From an optimization exercise on the open Yosys and OpenROAD flow, aimed at small area and a short achievable clock period; shortcuts taken in it are not production practice. At most, simulation tests tie the RTL to the original design; equivalence was not proved. Power figures rest on the tool's default switching activity, not on a simulated workload.

// user_logic
module user_logic
(
  Bus2IP_Clk,
  Bus2IP_Reset,
  Bus2IP_Data,
  Bus2IP_BE,
  Bus2IP_RdCE,
  Bus2IP_WrCE,
  IP2Bus_Data,
  IP2Bus_RdAck,
  IP2Bus_WrAck,
  IP2Bus_Error
);
Size: roughly 1,600 cells after synthesis, about 79 I/O pins, about 0.015 mm^2 of cells after synthesis.
clock: 8.5 ns
lec_check: 0
abc_area: 1
cap_margin: 20
core_margin: 2
core_utilization: 40
setup_slack_margin: 4.5
slew_margin: 20
synth_hierarchical: 1
synth_minimum_keep_size: 0
tns_end_percent: 5
run.sh (not shown) runs the stock make flow with config.mk's settings and CLKGATE_MAP_FILE= SYNTH_SCRIPT=/design/flow/synth_recipe.tcl, a recipe that flattens the netlist after the stock synthesis.
Edit:
--- a/flow/design.v
+++ b/flow/design.v
@@ -1175,28 +1175,26 @@
   wire adg28_0 = adg28_28 | (adp28 & adg27_0);
   wire adP28_0 = adp28 & adP27_0;
   wire adg29_0 = adg29_28 | (adP29_28 & adg27_0);
   wire adP29_0 = adP29_28 & adP27_0;
   wire adg30_0 = adg30_28 | (adP30_28 & adg27_0);
   wire adP30_0 = adP30_28 & adP27_0;
   wire [31:0] psum = {(adp31 ^ adg30_0), (adp30 ^ adg29_0), (adp29 ^ adg28_0), (adp28 ^ adg27_0), (adp27 ^ adg26_0), (adp26 ^ adg25_0), (adp25 ^ adg24_0), (adp24 ^ adg23_0), (adp23 ^ adg22_0), (adp22 ^ adg21_0), (adp21 ^ adg20_0), (adp20 ^ adg19_0), (adp19 ^ adg18_0), (adp18 ^ adg17_0), (adp17 ^ adg16_0), (adp16 ^ adg15_0), (adp15 ^ adg14_0), (adp14 ^ adg13_0), (adp13 ^ adg12_0), (adp12 ^ adg11_0), (adp11 ^ adg10_0), (adp10 ^ adg9_0), (adp9 ^ adg8_0), (adp8 ^ adg7_0), (adp7 ^ adg6_0), (adp6 ^ adg5_0), (adp5 ^ adg4_0), (adp4 ^ adg3_0), (adp3 ^ adg2_0), (adp2 ^ adg1_0), (adp1 ^ adg0_0), (adp0)};
-  wire [31:0] pnext = psum;
-  reg r2z;
-  always @(posedge Bus2IP_Clk) r2z <= Bus2IP_Reset | rst_d;
+  wire [31:0] pnext = (Bus2IP_Reset | rst_d) ? 32'd0 : psum;
   always @(posedge Bus2IP_Clk) begin
     rst_d <= Bus2IP_Reset;
     for (k = 0; k < 32; k = k + 1)
       slv_reg2[k] <= pnext[31-k];
   end
   reg [0:31] rdata;
   always @(*) begin
     case (Bus2IP_RdCE)
       3'b100:  rdata = slv_reg0;
       3'b010:  rdata = slv_reg1;
-      3'b001:  rdata = r2z ? 32'd0 : slv_reg2;
+      3'b001:  rdata = slv_reg2;
       default: rdata = 32'd0;
     endcase
   end
   assign IP2Bus_Data  = rdata;
   assign IP2Bus_RdAck = |Bus2IP_RdCE;
   assign IP2Bus_WrAck = |Bus2IP_WrCE;
   assign IP2Bus_Error = 1'b0;
The changed run ran to the end with no violations.
Die area went up by 0.57%.
Cell count went up by 2.8%.
Wire length went up by 2.4%.
Combinational power went down by 6.9%.
Sequential share of layout area went up by 0.18 points.
Final area went down by 1.9%.
Function was not checked in any run of this note: the RTL went through the layout flow alone.


Another version of the RTL of user_logic (not shown whole).
For scale: roughly 160 flip-flops, about 16,000 um^2 of cells after synthesis.
Settings: LEC_CHECK=0, ABC_AREA=1, CAP_MARGIN=20, CORE_MARGIN=2, CORE_UTILIZATION=40, SETUP_SLACK_MARGIN=4.3, SLEW_MARGIN=20, SYNTH_HIERARCHICAL=1, SYNTH_MINIMUM_KEEP_SIZE=0, TNS_END_PERCENT=5; clock period 8.5 ns.
standard.sh (not shown) runs the stock make flow with config.mk's settings and CLKGATE_MAP_FILE= SYNTH_SCRIPT=/design/flow/synth_recipe.tcl, a recipe that flattens the netlist after the stock synthesis.
==> flow/flow/run.sh <==
#!/bin/bash
# The standard layout, with every input and output port buffered by
# sky130_fd_sc_hd__buf_2 (buffer_ports' -buffer_cell) instead of the cell
# buffer_ports picks by itself, and the buffers ABC put in at synthesis
# removed at floorplan (REMOVE_ABC_BUFFERS) so repair_design re-buffers only
# where needed. Everything else is the standard flow.
set -euo pipefail
bash standard.sh "BUFFER_PORTS_ARGS=-buffer_cell sky130_fd_sc_hd__buf_2" REMOVE_ABC_BUFFERS=1 finish > standard.log 2>&1
Change:
--- a/flow/design.v
+++ b/flow/design.v
@@ -1169,28 +1169,27 @@
   wire [31:0] psum = {(adp31 ^ adg30_0), (adp30 ^ adg29_0), (adp29 ^ adg28_0), (adp28 ^ adg27_0), (adp27 ^ adg26_0), (adp26 ^ adg25_0), (adp25 ^ adg24_0), (adp24 ^ adg23_0), (adp23 ^ adg22_0), (adp22 ^ adg21_0), (adp21 ^ adg20_0), (adp20 ^ adg19_0), (adp19 ^ adg18_0), (adp18 ^ adg17_0), (adp17 ^ adg16_0), (adp16 ^ adg15_0), (adp15 ^ adg14_0), (adp14 ^ adg13_0), (adp13 ^ adg12_0), (adp12 ^ adg11_0), (adp11 ^ adg10_0), (adp10 ^ adg9_0), (adp9 ^ adg8_0), (adp8 ^ adg7_0), (adp7 ^ adg6_0), (adp6 ^ adg5_0), (adp5 ^ adg4_0), (adp4 ^ adg3_0), (adp3 ^ adg2_0), (adp2 ^ adg1_0), (adp1 ^ adg0_0), (adp0)};
   wire [31:0] pnext = psum;
   reg r2z;
   always @(posedge Bus2IP_Clk) r2z <= Bus2IP_Reset | rst_d;
   always @(posedge Bus2IP_Clk) begin
     rst_d <= Bus2IP_Reset;
     for (k = 0; k < 32; k = k + 1)
       slv_reg2[k] <= pnext[31-k];
   end
-  wire [0:31] rdata;
-  generate for (g = 0; g < 4; g = g + 1) begin : rdm
-    rdmux8 u (.rd(Bus2IP_RdCE), .r0(slv_reg0[g*8 +: 8]), .r1(slv_reg1[g*8 +: 8]), .r2(slv_reg2[g*8 +: 8]), .z2(r2z), .o(rdata[g*8 +: 8]));
-  end endgenerate
+  reg [0:31] rdata;
+  always @(*) begin
+    case (Bus2IP_RdCE)
+      3'b100:  rdata = slv_reg0;
+      3'b010:  rdata = slv_reg1;
+      3'b001:  rdata = r2z ? 32'd0 : slv_reg2;
+      default: rdata = 32'd0;
+    endcase
+  end
   assign IP2Bus_Data  = rdata;
   assign IP2Bus_RdAck = |Bus2IP_RdCE;
   assign IP2Bus_WrAck = |Bus2IP_WrCE;
   assign IP2Bus_Error = 1'b0;
 endmodule
 module fa (input a, input b, input c, output s, output co);
   assign s  = a ^ b ^ c;
   assign co = (a & b) | (a & c) | (b & c);
 endmodule
-module rdmux8 (input [0:2] rd, input [0:7] r0, input [0:7] r1, input [0:7] r2, input z2, output [0:7] o);
-  wire s0 = rd == 3'b100;
-  wire s1 = rd == 3'b010;
-  wire s2 = rd == 3'b001 && !z2;
-  assign o = ({8{s0}} & r0) | ({8{s1}} & r1) | ({8{s2}} & r2);
-endmodule
Result:
- global-route usage rises by 0.77 points
- core utilization goes up by 0.24 points
- register-to-register slack gets worse by 0.06 ns
- design area falls by about 2.2%
- sequential share of layout area is higher by 0.41 points
- critical path depth goes up by 3
- die area went down by about 2.6%
- flip-flop and latch count does not change
- first-iteration DRC count fell by about 24%

-- what the ideal ports hide --
The results above use ideal ports. As a check the final layouts listed here were re-extracted and re-timed, cells and wires unchanged.
Step 1 (the two cells are an assumption about what drives the block):
set clk [get_ports {Bus2IP_Clk}]
set_driving_cell -lib_cell sky130_fd_sc_hd__clkbuf_16 $clk
set_driving_cell -lib_cell sky130_fd_sc_hd__buf_2 [delete_from_list [all_inputs] $clk]
Step 2 moves the port delays by t, midway between the first and last clock arrival at a register: inputs arrive t later, outputs are due t later. That takes back most of the time a late clock gives input paths.
Three values: ideal, step 1, step 2; two values: the first two.
run	shift t [ns]	slack for setup (ns)	clock arrival spread, ns	worst register clock-pin slew, ns
the first run of note 1	0.499	4.089 / 4.046 / 4.046	0.015 / 0.014	0.08 / 0.08
the second run of note 1	0.503	4.000 / 3.953 / 3.953	0.014 / 0.014	0.08 / 0.08
the first run of note 2	0.508	4.202 / 4.072 / 4.072	0.020 / 0.020	0.08 / 0.08
the second run of note 2	0.505	4.010 / 3.971 / 3.971	0.010 / 0.010	0.07 / 0.07
After both steps setup and hold are still met in every run listed. For the first run of note 2, which loses most, drivers alone change the setup slack by -0.130 ns; drivers and shift together by -0.130 ns.
